This design comes from an exercise in tuning for small area on the open sky130 flow, not from production work.
At most, simulation tests tie the RTL to the original design; equivalence was not proved.
The flow treats the clock pin as an ideal source. Dropping or thinning the clock tree relies on that and would not hold on a real chip.
Power and IR drop assume default switching activity.

Setup of red:
==> flow/design.v <==
module ChangingLED (
    input clk_24M,
    input rst,           
    output wire led_r,
    output wire led_g,
    output wire led_b,
    input wire btn_a_i,
    input wire btn_b_i
);
reg [8:0] A;
wire [6:0] a = A[8:2];
wire tick = A[1] & A[0];
wire aEnd = A[8] & A[7] & A[3] & A[2] & tick;    
wire [8:0] AT = {&A[7:0], &A[6:0], &A[5:0], &A[4:0], &A[3:0], &A[2:0], &A[1:0], A[0], 1'b1};
always @(posedge clk_24M) begin
    if (rst)       A <= 9'd2;
    else if (aEnd) A <= 9'd0;
    else           A <= A ^ AT;
end
wire m = (a[5] & ~a[4] & ~a[3] & a[2] & a[1] & ~a[0]) |           
         (a[5] & a[4] & a[3] & a[2] & a[1] & a[0]) |              
         (a[6] & a[4] & a[3] & ~a[2] & ~a[1] & ~a[0]) |           
         (~a[6] & ~a[5] & ~a[4] & a[3] & a[2] & ~a[1] & a[0]);    
reg [2:0] c;
always @(posedge clk_24M) begin
    if (rst)           c <= 3'b000;
    else if (tick & m) c <= {c[1], c[0], ~c[2] & ~c[1]};
end
wire step1 = tick & m & c[1] & c[0];
reg       s0;
reg [1:0] run;
reg [9:0] cnt;
reg       btn;       
wire dirB = s0;
wire cntTop = ~cnt[0] & ~cnt[2] & ~cnt[3] & cnt[4] & ~cnt[5] & ~cnt[6] & ~cnt[8] & ~cnt[9];   
wire cntBot = ~cnt[0] & ~cnt[2] & ~cnt[3] & ~cnt[4] & ~cnt[6] & ~cnt[7] & cnt[8] & ~cnt[9];   
wire cntDone = dirB ? cntTop : cntBot;
wire stable = run[1] & run[0];
wire same = ~(btn_b_i ^ s0);
wire [9:0] cntUp = {cnt[8:0], cnt[9] ^ cnt[6]};
wire [9:0] cntDn = {cnt[0] ^ cnt[7], cnt[9:1]};
always @(posedge clk_24M) begin
    if (rst) begin
        s0  <= 1'b1;
        run <= 2'b11;
        cnt <= 10'h092;      
        btn <= 1'b1;
    end else if (tick) begin
        s0  <= btn_b_i;
        run <= same ? {run[1] | run[0], run[1] | ~run[0]} : 2'b00;
        if (!cntDone) cnt <= dirB ? cntUp : cntDn;
        if (cntDone && stable) btn <= dirB;
    end
end
reg btnD;
always @(posedge clk_24M) begin
    if (rst)       btnD <= 1'b1;
    else if (tick) btnD <= btn;
end
reg [2:0] bin;
wire [2:0] gray = {bin[2], bin[2:1] ^ bin[1:0]};
wire [2:0] jsel = bin[0] ? 3'b001 : bin[1] ? 3'b010 : 3'b100;
wire xIn = |(jsel & gray);
wire yUsed = bin[2] | bin[1];
reg [5:0] rx, ry;
wire dirX = btnD & xIn;
wire dirY = btnD;
wire dX = dirX ? (rx[5] & rx[4] & rx[1]) : ~(|rx);
wire dY = dirY ? (ry[5] & ry[4] & ry[1]) : ~(|ry);
wire [5:0] xx = dirX ? rx : ~rx;
wire [5:0] xy = dirY ? ry : ~ry;
wire [5:0] tx = {&xx[4:0], &xx[3:0], &xx[2:0], &xx[1:0], xx[0], 1'b1};
wire [5:0] ty = {&xy[4:0], &xy[3:0], &xy[2:0], &xy[1:0], xy[0], 1'b1};
wire step = btnD & dX & (dY | ~yUsed);
wire [2:0] nbin = bin ^ {bin[1] & bin[0], bin[0], 1'b1};
wire nxIn = (nbin == 3'd1) | (nbin == 3'd2) | (nbin == 3'd4) | (nbin == 3'd5);
always @(posedge clk_24M) begin
    if (rst) begin
        rx <= 6'd0;
        ry <= 6'd0;
        bin <= 3'd0;
    end else if (step1) begin
        if (step) begin
            bin <= nbin;
            rx <= nxIn ? 6'd0 : 6'd50;
            ry <= 6'd50;
        end else begin
            if (!dX) rx <= rx ^ tx;
            if (!dY) ry <= ry ^ ty;
        end
    end
end
wire [5:0] lx, ly;
assign lx[0] = ~a[0] | rx[0];
assign ly[0] = ~a[0] | ry[0];
genvar i;
generate
    for (i = 1; i < 6; i = i + 1) begin : cmp
        assign lx[i] = (~a[i] & rx[i]) | (~a[i] & lx[i-1]) | (rx[i] & lx[i-1]);
        assign ly[i] = (~a[i] & ry[i]) | (~a[i] & ly[i-1]) | (ry[i] & ly[i-1]);
    end
endgenerate
wire aPos = ~a[6] & (|a[5:0]);
wire px = aPos & lx[5];
wire py = aPos & ly[5];
wire [2:0] pwm = (jsel & {3{px}}) | (~jsel & gray & {3{py}});
assign led_r = ~pwm[2];
assign led_g = ~pwm[1];
assign led_b = ~pwm[0];
endmodule
export LEC_CHECK = 0
export CAP_MARGIN = 20
export CORE_MARGIN = 2
export CORE_UTILIZATION = 40
export SLEW_MARGIN = 20
create_clock -name core_clock -period 20.0 [get_ports {clk_24M}]
standard.sh (not shown) runs the stock make flow with config.mk's settings and CLKGATE_MAP_FILE= SYNTH_SCRIPT=/design/flow/synth_recipe.tcl, a recipe that flattens the netlist after the stock synthesis.
==> flow/flow/run.sh <==
#!/bin/bash
# Own layout flow: the standard flow (standard.sh) with these changes to
# how the layout is made:
#  - synthesis maps the logic with an area-oriented ABC script
#    (flow/abc_area.script, in place of ORFS's abc_speed.script) and without
#    ORFS's separate half/full-adder cell step (ADDER_MAP_FILE empty);
#    registers, their names and cell types are those of the standard synthesis;
#  - the port buffers are buf_1 cells;
#  - in place of clock tree synthesis, three clock buffers (flow/clock_buffer.tcl)
#    drive the flip-flop clock pins;
#  - timing repair after global routing may downsize cells (RECOVER_POWER).
# Each tool's output goes to ORFS's per-step logs under orfs/logs/, and make's
# output to flow_make.log here.
set -euo pipefail
W=$(pwd)
rm -rf "$W/scripts_area"
cp -r "$FLOW_HOME/scripts" "$W/scripts_area"
cp "$W/flow/abc_area.script" "$W/scripts_area/abc_speed.script"
sed -i "s|^log_cmd clock_tree_synthesis .*|source $W/flow/clock_buffer.tcl|" "$W/scripts_area/cts.tcl"
grep -q clock_buffer.tcl "$W/scripts_area/cts.tcl"
export SCRIPTS_DIR="$W/scripts_area"
export ADDER_MAP_FILE=
export BUFFER_PORTS_ARGS="-buffer_cell sky130_fd_sc_hd__buf_1"
export CTS_ARGS="-sink_clustering_enable -repair_clock_nets -dont_use_dummy_load"
export RECOVER_POWER=100
EXTRA="RECOVER_POWER=100"
bash standard.sh SCRIPTS_DIR="$SCRIPTS_DIR" ADDER_MAP_FILE= \
    BUFFER_PORTS_ARGS="$BUFFER_PORTS_ARGS" CTS_ARGS="$CTS_ARGS" $EXTRA finish \
    > "$W/flow_make.log" 2>&1
Other scripts of this flow, unchanged in this note and not shown: flow/flow/abc_area.script, flow/flow/clock_buffer.tcl
Having completed the whole flow, red delivered a layout that passed the timing, design-rule and antenna checks.
Relative to red, the following input files were edited for blue:
--- a/flow/design.v
+++ b/flow/design.v
@@ -5,19 +5,22 @@
     output wire led_g,
     output wire led_b,
     input wire btn_a_i,
     input wire btn_b_i
 );
-reg [8:0] A;
-wire [6:0] a = A[8:2];
-wire tick = A[1] & A[0];
-wire aEnd = A[8] & A[7] & A[3] & A[2] & tick;    
-wire [8:0] AT = {&A[7:0], &A[6:0], &A[5:0], &A[4:0], &A[3:0], &A[2:0], &A[1:0], A[0], 1'b1};
+reg [1:0] ph;
 always @(posedge clk_24M) begin
-    if (rst)       A <= 9'd2;
-    else if (aEnd) A <= 9'd0;
-    else           A <= A ^ AT;
+    if (rst) ph <= 2'b00;
+    else     ph <= {ph[0], ~ph[1]};
+end
+wire tick = ~ph[1] & ph[0];
+reg [6:0] a;
+wire aEnd = a[6] & a[5] & a[1] & a[0];           
+wire [6:0] aT = {&a[5:0], &a[4:0], &a[3:0], &a[2:0], &a[1:0], a[0], 1'b1};
+always @(posedge clk_24M) begin
+    if (rst)       a <= 7'd0;
+    else if (tick) a <= aEnd ? 7'd0 : a ^ aT;
 end
 wire m = (a[5] & ~a[4] & ~a[3] & a[2] & a[1] & ~a[0]) |           
          (a[5] & a[4] & a[3] & a[2] & a[1] & a[0]) |              
          (a[6] & a[4] & a[3] & ~a[2] & ~a[1] & ~a[0]) |           
          (~a[6] & ~a[5] & ~a[4] & a[3] & a[2] & ~a[1] & a[0]);    
@@ -59,21 +62,20 @@
 end
 reg [2:0] bin;
 wire [2:0] gray = {bin[2], bin[2:1] ^ bin[1:0]};
 wire [2:0] jsel = bin[0] ? 3'b001 : bin[1] ? 3'b010 : 3'b100;
 wire xIn = |(jsel & gray);
-wire yUsed = bin[2] | bin[1];
 reg [5:0] rx, ry;
 wire dirX = btnD & xIn;
-wire dirY = btnD;
+wire dirY = btnD & (|bin);
 wire dX = dirX ? (rx[5] & rx[4] & rx[1]) : ~(|rx);
 wire dY = dirY ? (ry[5] & ry[4] & ry[1]) : ~(|ry);
 wire [5:0] xx = dirX ? rx : ~rx;
 wire [5:0] xy = dirY ? ry : ~ry;
 wire [5:0] tx = {&xx[4:0], &xx[3:0], &xx[2:0], &xx[1:0], xx[0], 1'b1};
 wire [5:0] ty = {&xy[4:0], &xy[3:0], &xy[2:0], &xy[1:0], xy[0], 1'b1};
-wire step = btnD & dX & (dY | ~yUsed);
+wire step = btnD & dX & dY;
 wire [2:0] nbin = bin ^ {bin[1] & bin[0], bin[0], 1'b1};
 wire nxIn = (nbin == 3'd1) | (nbin == 3'd2) | (nbin == 3'd4) | (nbin == 3'd5);
 always @(posedge clk_24M) begin
     if (rst) begin
         rx <= 6'd0;
@@ -81,11 +83,10 @@
         bin <= 3'd0;
     end else if (step1) begin
         if (step) begin
             bin <= nbin;
             rx <= nxIn ? 6'd0 : 6'd50;
-            ry <= 6'd50;
         end else begin
             if (!dX) rx <= rx ^ tx;
             if (!dY) ry <= ry ^ ty;
         end
     end
- Measured slew at the worst slew-check pin: blue higher than red
- Of blue and red, the lower horizontal extent of the die belongs to blue.
- Total number of vias of blue falls short of that of red slightly.
- From red to blue the numbers moved as follows: hold slack moved down, maximum clock rate moved up, power after layout moved up.
No run of this note takes its clock network from TritonCTS; it comes from the design's own scripts or RTL.

---

Setup of run 1:
RTL: the design.v shown in full above, as it stands there.
export LEC_CHECK = 0
export CAP_MARGIN = 20
export CORE_MARGIN = 2
export CORE_UTILIZATION = 40
export SLEW_MARGIN = 20
create_clock -name core_clock -period 20.0 [get_ports {clk_24M}]
==> flow/flow/run.sh <==
#!/bin/bash
# Own layout flow: the standard flow (standard.sh) with these changes to
# how the layout is made:
#  - synthesis maps the logic with an area-oriented ABC script
#    (flow/abc_area.script, in place of ORFS's abc_speed.script) and without
#    ORFS's separate half/full-adder cell step (ADDER_MAP_FILE empty);
#    registers, their names and cell types are those of the standard synthesis;
#  - the port buffers are buf_1 cells;
#  - in place of clock tree synthesis, two clock buffers (flow/clock_buffer.tcl)
#    drive the flip-flop clock pins;
#  - timing repair after global routing may downsize cells (RECOVER_POWER).
# Each tool's output goes to ORFS's per-step logs under orfs/logs/, and make's
# output to flow_make.log here.
set -euo pipefail
W=$(pwd)
rm -rf "$W/scripts_area"
cp -r "$FLOW_HOME/scripts" "$W/scripts_area"
cp "$W/flow/abc_area.script" "$W/scripts_area/abc_speed.script"
sed -i "s|^log_cmd clock_tree_synthesis .*|source $W/flow/clock_buffer.tcl|" "$W/scripts_area/cts.tcl"
grep -q clock_buffer.tcl "$W/scripts_area/cts.tcl"
export SCRIPTS_DIR="$W/scripts_area"
export ADDER_MAP_FILE=
export BUFFER_PORTS_ARGS="-buffer_cell sky130_fd_sc_hd__buf_1"
export CTS_ARGS="-sink_clustering_enable -repair_clock_nets -dont_use_dummy_load"
export RECOVER_POWER=100
EXTRA="RECOVER_POWER=100"
bash standard.sh SCRIPTS_DIR="$SCRIPTS_DIR" ADDER_MAP_FILE= \
    BUFFER_PORTS_ARGS="$BUFFER_PORTS_ARGS" CTS_ARGS="$CTS_ARGS" $EXTRA finish \
    > "$W/flow_make.log" 2>&1
Other scripts of this flow, unchanged in this note and not shown: flow/flow/abc_area.script, flow/flow/clock_buffer.tcl
The following lists how run 2 was set up differently from run 1:
--- a/flow/design.v
+++ b/flow/design.v
@@ -25,31 +25,27 @@
 always @(posedge clk_24M) begin
     if (rst)           c <= 3'b000;
     else if (tick & m) c <= {c[1], c[0], ~c[2] & ~c[1]};
 end
 wire step1 = tick & m & c[1] & c[0];
-reg       s0;
-reg [1:0] run;
+reg [3:0] sr;
 reg [9:0] cnt;
 reg       btn;       
-wire dirB = s0;
+wire dirB = sr[0];
 wire cntTop = ~cnt[0] & ~cnt[2] & ~cnt[3] & cnt[4] & ~cnt[5] & ~cnt[6] & ~cnt[8] & ~cnt[9];   
 wire cntBot = ~cnt[0] & ~cnt[2] & ~cnt[3] & ~cnt[4] & ~cnt[6] & ~cnt[7] & cnt[8] & ~cnt[9];   
 wire cntDone = dirB ? cntTop : cntBot;
-wire stable = run[1] & run[0];
-wire same = ~(btn_b_i ^ s0);
+wire stable = (&sr) | ~(|sr);
 wire [9:0] cntUp = {cnt[8:0], cnt[9] ^ cnt[6]};
 wire [9:0] cntDn = {cnt[0] ^ cnt[7], cnt[9:1]};
 always @(posedge clk_24M) begin
     if (rst) begin
-        s0  <= 1'b1;
-        run <= 2'b11;
+        sr  <= 4'b1111;
         cnt <= 10'h092;      
         btn <= 1'b1;
     end else if (tick) begin
-        s0  <= btn_b_i;
-        run <= same ? {run[1] | run[0], run[1] | ~run[0]} : 2'b00;
+        sr <= {sr[2:0], btn_b_i};
         if (!cntDone) cnt <= dirB ? cntUp : cntDn;
         if (cntDone && stable) btn <= dirB;
     end
 end
 reg btnD;
[summary]
- Looking at power density of the placed cells across run 2 and run 1, the one that comes out lower is run 2.
- Run 2 — mean number of vias per cell 0.83% higher, run 1 as reference
- Run 2 against run 1: well tap count rose by 3, final-stage net count moved up, met3 usage barely changed, die area rose about 2.3%.
- Between run 2 and run 1, portion of total power attributed to the clock network is lower for run 1, run 2 comes in above that.
- Compared to run 1, the routing of run 2 uses more wire.
No run of this note takes its clock network from TritonCTS; it comes from the design's own scripts or RTL.

---

RTL: one of the versions met above, not the one the previous note started from.
Size: roughly 300 cells after synthesis, ~7 I/O pins.
==> module ChangingLED, before the edit <==
module ChangingLED (
    input clk_24M,
    input rst,           
    output wire led_r,
    output wire led_g,
    output wire led_b,
    input wire btn_a_i,
    input wire btn_b_i
);
reg [8:0] A;
wire [6:0] a = A[8:2];
wire tick = A[1] & A[0];
wire aEnd = A[8] & A[7] & A[3] & A[2] & tick;    
wire [8:0] AT = {&A[7:0], &A[6:0], &A[5:0], &A[4:0], &A[3:0], &A[2:0], &A[1:0], A[0], 1'b1};
always @(posedge clk_24M) begin
    if (rst)       A <= 9'd2;
    else if (aEnd) A <= 9'd0;
    else           A <= A ^ AT;
end
wire m = (a[5] & ~a[4] & ~a[3] & a[2] & a[1] & ~a[0]) |           
         (a[5] & a[4] & a[3] & a[2] & a[1] & a[0]) |              
         (a[6] & a[4] & a[3] & ~a[2] & ~a[1] & ~a[0]) |           
         (~a[6] & ~a[5] & ~a[4] & a[3] & a[2] & ~a[1] & a[0]);    
reg [2:0] c;
always @(posedge clk_24M) begin
    if (rst)           c <= 3'b000;
    else if (tick & m) c <= {c[1], c[0], ~c[2] & ~c[1]};
end
wire step1 = tick & m & c[1] & c[0];
reg [3:0] sr;
reg [9:0] cnt;
reg       btn;       
wire dirB = sr[0];
wire cntTop = ~cnt[0] & ~cnt[2] & ~cnt[3] & cnt[4] & ~cnt[5] & ~cnt[6] & ~cnt[8] & ~cnt[9];   
wire cntBot = ~cnt[0] & ~cnt[2] & ~cnt[3] & ~cnt[4] & ~cnt[6] & ~cnt[7] & cnt[8] & ~cnt[9];   
wire cntDone = dirB ? cntTop : cntBot;
wire stable = (&sr) | ~(|sr);
wire [9:0] cntUp = {cnt[8:0], cnt[9] ^ cnt[6]};
wire [9:0] cntDn = {cnt[0] ^ cnt[7], cnt[9:1]};
always @(posedge clk_24M) begin
    if (rst) begin
        sr  <= 4'b1111;
        cnt <= 10'h092;      
        btn <= 1'b1;
    end else if (tick) begin
        sr <= {sr[2:0], btn_b_i};
        if (!cntDone) cnt <= dirB ? cntUp : cntDn;
        if (cntDone && stable) btn <= dirB;
    end
end
reg btnD;
always @(posedge clk_24M) begin
    if (rst)       btnD <= 1'b1;
    else if (tick) btnD <= btn;
end
reg [2:0] bin;
wire [2:0] gray = {bin[2], bin[2:1] ^ bin[1:0]};
wire [2:0] jsel = bin[0] ? 3'b001 : bin[1] ? 3'b010 : 3'b100;
wire xIn = |(jsel & gray);
wire yUsed = bin[2] | bin[1];
reg [5:0] rx, ry;
wire dirX = btnD & xIn;
wire dirY = btnD;
wire dX = dirX ? (rx[5] & rx[4] & rx[1]) : ~(|rx);
wire dY = dirY ? (ry[5] & ry[4] & ry[1]) : ~(|ry);
wire [5:0] xx = dirX ? rx : ~rx;
wire [5:0] xy = dirY ? ry : ~ry;
wire [5:0] tx = {&xx[4:0], &xx[3:0], &xx[2:0], &xx[1:0], xx[0], 1'b1};
wire [5:0] ty = {&xy[4:0], &xy[3:0], &xy[2:0], &xy[1:0], xy[0], 1'b1};
wire step = btnD & dX & (dY | ~yUsed);
wire [2:0] nbin = bin ^ {bin[1] & bin[0], bin[0], 1'b1};
wire nxIn = (nbin == 3'd1) | (nbin == 3'd2) | (nbin == 3'd4) | (nbin == 3'd5);
always @(posedge clk_24M) begin
    if (rst) begin
        rx <= 6'd0;
        ry <= 6'd0;
        bin <= 3'd0;
    end else if (step1) begin
        if (step) begin
            bin <= nbin;
            rx <= nxIn ? 6'd0 : 6'd50;
            ry <= 6'd50;
        end else begin
            if (!dX) rx <= rx ^ tx;
            if (!dY) ry <= ry ^ ty;
        end
    end
end
wire [5:0] lx, ly;
assign lx[0] = ~a[0] | rx[0];
assign ly[0] = ~a[0] | ry[0];
genvar i;
generate
    for (i = 1; i < 6; i = i + 1) begin : cmp
        assign lx[i] = (~a[i] & rx[i]) | (~a[i] & lx[i-1]) | (rx[i] & lx[i-1]);
        assign ly[i] = (~a[i] & ry[i]) | (~a[i] & ly[i-1]) | (ry[i] & ly[i-1]);
    end
endgenerate
wire aPos = ~a[6] & (|a[5:0]);
wire px = aPos & lx[5];
wire py = aPos & ly[5];
wire [2:0] pwm = (jsel & {3{px}}) | (~jsel & gray & {3{py}});
assign led_r = ~pwm[2];
assign led_g = ~pwm[1];
assign led_b = ~pwm[0];
endmodule
make LEC_CHECK=0 CAP_MARGIN=20 CORE_MARGIN=2 CORE_UTILIZATION=40 SLEW_MARGIN=20 finish   # period 20.0 ns
run.sh (not shown) runs the stock make flow with config.mk's settings and CLKGATE_MAP_FILE= SYNTH_SCRIPT=/design/flow/synth_recipe.tcl, a recipe that flattens the netlist after the stock synthesis.
Stock flow here: none of the scripts above is used.
The starting point passed the timing, design-rule and antenna checks.
Rerun with:
--- a/flow/design.v
+++ b/flow/design.v
@@ -16,18 +16,18 @@
     if (rst)       A <= 9'd2;
     else if (aEnd) A <= 9'd0;
     else           A <= A ^ AT;
 end
-wire m = (a[5] & ~a[4] & ~a[3] & a[2] & a[1] & ~a[0]) |           
-         (a[5] & a[4] & a[3] & a[2] & a[1] & a[0]) |              
-         (a[6] & a[4] & a[3] & ~a[2] & ~a[1] & ~a[0]) |           
-         (~a[6] & ~a[5] & ~a[4] & a[3] & a[2] & ~a[1] & a[0]);    
+wire m = (a[5] & ~a[4] & ~a[3] & a[2] & ~a[1] & a[0]) |           
+         (a[5] & a[4] & a[3] & a[2] & a[1] & ~a[0]) |             
+         (a[6] & a[4] & ~a[3] & a[2] & a[1] & a[0]) |             
+         (~a[6] & ~a[5] & ~a[4] & a[3] & a[2] & ~a[1] & ~a[0]);   
 reg [2:0] c;
 always @(posedge clk_24M) begin
     if (rst)           c <= 3'b000;
     else if (tick & m) c <= {c[1], c[0], ~c[2] & ~c[1]};
 end
-wire step1 = tick & m & c[1] & c[0];
+wire slow = tick & m & c[1] & c[0];
 reg [3:0] sr;
 reg [9:0] cnt;
 reg       btn;       
 wire dirB = sr[0];
@@ -47,36 +47,31 @@
         if (!cntDone) cnt <= dirB ? cntUp : cntDn;
         if (cntDone && stable) btn <= dirB;
     end
 end
-reg btnD;
-always @(posedge clk_24M) begin
-    if (rst)       btnD <= 1'b1;
-    else if (tick) btnD <= btn;
-end
 reg [2:0] bin;
 wire [2:0] gray = {bin[2], bin[2:1] ^ bin[1:0]};
 wire [2:0] jsel = bin[0] ? 3'b001 : bin[1] ? 3'b010 : 3'b100;
 wire xIn = |(jsel & gray);
 wire yUsed = bin[2] | bin[1];
 reg [5:0] rx, ry;
-wire dirX = btnD & xIn;
-wire dirY = btnD;
+wire dirX = btn & xIn;
+wire dirY = btn;
 wire dX = dirX ? (rx[5] & rx[4] & rx[1]) : ~(|rx);
 wire dY = dirY ? (ry[5] & ry[4] & ry[1]) : ~(|ry);
 wire [5:0] xx = dirX ? rx : ~rx;
 wire [5:0] xy = dirY ? ry : ~ry;
 wire [5:0] tx = {&xx[4:0], &xx[3:0], &xx[2:0], &xx[1:0], xx[0], 1'b1};
 wire [5:0] ty = {&xy[4:0], &xy[3:0], &xy[2:0], &xy[1:0], xy[0], 1'b1};
-wire step = btnD & dX & (dY | ~yUsed);
+wire step = btn & dX & (dY | ~yUsed);
 wire [2:0] nbin = bin ^ {bin[1] & bin[0], bin[0], 1'b1};
 wire nxIn = (nbin == 3'd1) | (nbin == 3'd2) | (nbin == 3'd4) | (nbin == 3'd5);
 always @(posedge clk_24M) begin
     if (rst) begin
         rx <= 6'd0;
         ry <= 6'd0;
         bin <= 3'd0;
-    end else if (step1) begin
+    end else if (slow) begin
         if (step) begin
             bin <= nbin;
             rx <= nxIn ? 6'd0 : 6'd50;
             ry <= 6'd50;
@@ -86,21 +81,24 @@
         end
     end
 end
 wire [5:0] lx, ly;
-assign lx[0] = ~a[0] | rx[0];
-assign ly[0] = ~a[0] | ry[0];
+assign lx[0] = ~a[0] & rx[0];
+assign ly[0] = ~a[0] & ry[0];
 genvar i;
 generate
     for (i = 1; i < 6; i = i + 1) begin : cmp
         assign lx[i] = (~a[i] & rx[i]) | (~a[i] & lx[i-1]) | (rx[i] & lx[i-1]);
         assign ly[i] = (~a[i] & ry[i]) | (~a[i] & ly[i-1]) | (ry[i] & ly[i-1]);
     end
 endgenerate
-wire aPos = ~a[6] & (|a[5:0]);
-wire px = aPos & lx[5];
-wire py = aPos & ly[5];
-wire [2:0] pwm = (jsel & {3{px}}) | (~jsel & gray & {3{py}});
+wire px = ~a[6] & lx[5];
+wire py = ~a[6] & ly[5];
+reg [2:0] pwm;
+always @(posedge clk_24M) begin
+    if (rst) pwm <= 3'b000;
+    else if (tick) pwm <= (jsel & {3{px}}) | (~jsel & gray & {3{py}});
+end
 assign led_r = ~pwm[2];
 assign led_g = ~pwm[1];
 assign led_b = ~pwm[0];
 endmodule
After rerunning:
- The changed run produced a clean layout
- clock skew is higher by 0.0034 ns
- synthesized area climbs by 3.0%
- die area goes up by 2.8%
- setup slack gains 1.1 ns
- power rose by about 1.8%
- core utilization rises by 0.85 points
- combinational power fell by 11%
- global-route usage barely changes
- via count stays flat
- final cell count climbs by about 4.3%
- sequential cell count rose by 2
- first-iteration DRC count fell by about 38%
Function not checked in the second run of this note: the RTL went through the layout flow alone.

afterwards: timing with drivers on the ports:
In the flow no input, the clock included, has a driving cell. The finished layouts below were timed again as built, in two steps.
Step 1, drivers: a clkbuf_16 drives clk_24M and a buf_2 each remaining input, both assumed.
Step 2, shift: input delay + t, output delay - t, t = (earliest + latest rising clock arrival at the registers) / 2. This alone moves slack from input paths to output paths.
Slacks: ideal ports / drivers / drivers and shift; pairs: ideal ports / drivers.
| run | shift t [ns] | setup slack, ns | worst hold slack (ns) | worst data-port slew with drivers (ns) | cell pins on the clock port's net |
|---|---|---|---|---|---|
| red | 0.193 | 13.818 / 13.773 / 13.966 | 0.438 / 0.438 / 0.438 | 0.03 | 3 |
| blue | 0.190 | 13.880 / 13.846 / 13.709 | 0.414 / 0.414 / 0.414 | 0.03 | 3 |
| run 1 | 0.194 | 13.823 / 13.777 / 13.970 | 0.439 / 0.439 / 0.439 | 0.03 | 2 |
| run 2 | 0.199 | 13.856 / 13.810 / 14.009 | 0.424 / 0.424 / 0.424 | 0.03 | 2 |
| the first run of note 3 | 0.322 | 13.635 / 13.608 / 13.929 | 0.424 / 0.424 / 0.424 | 0.03 | 1 |
| the second run of note 3 | 0.332 | 14.772 / 14.745 / 14.654 | 0.426 / 0.426 / 0.426 | 0.03 | 1 |
After both steps every run listed still meets setup and hold. For blue, which loses most, drivers alone change the setup slack by -0.034 ns; drivers and shift together by -0.171 ns.
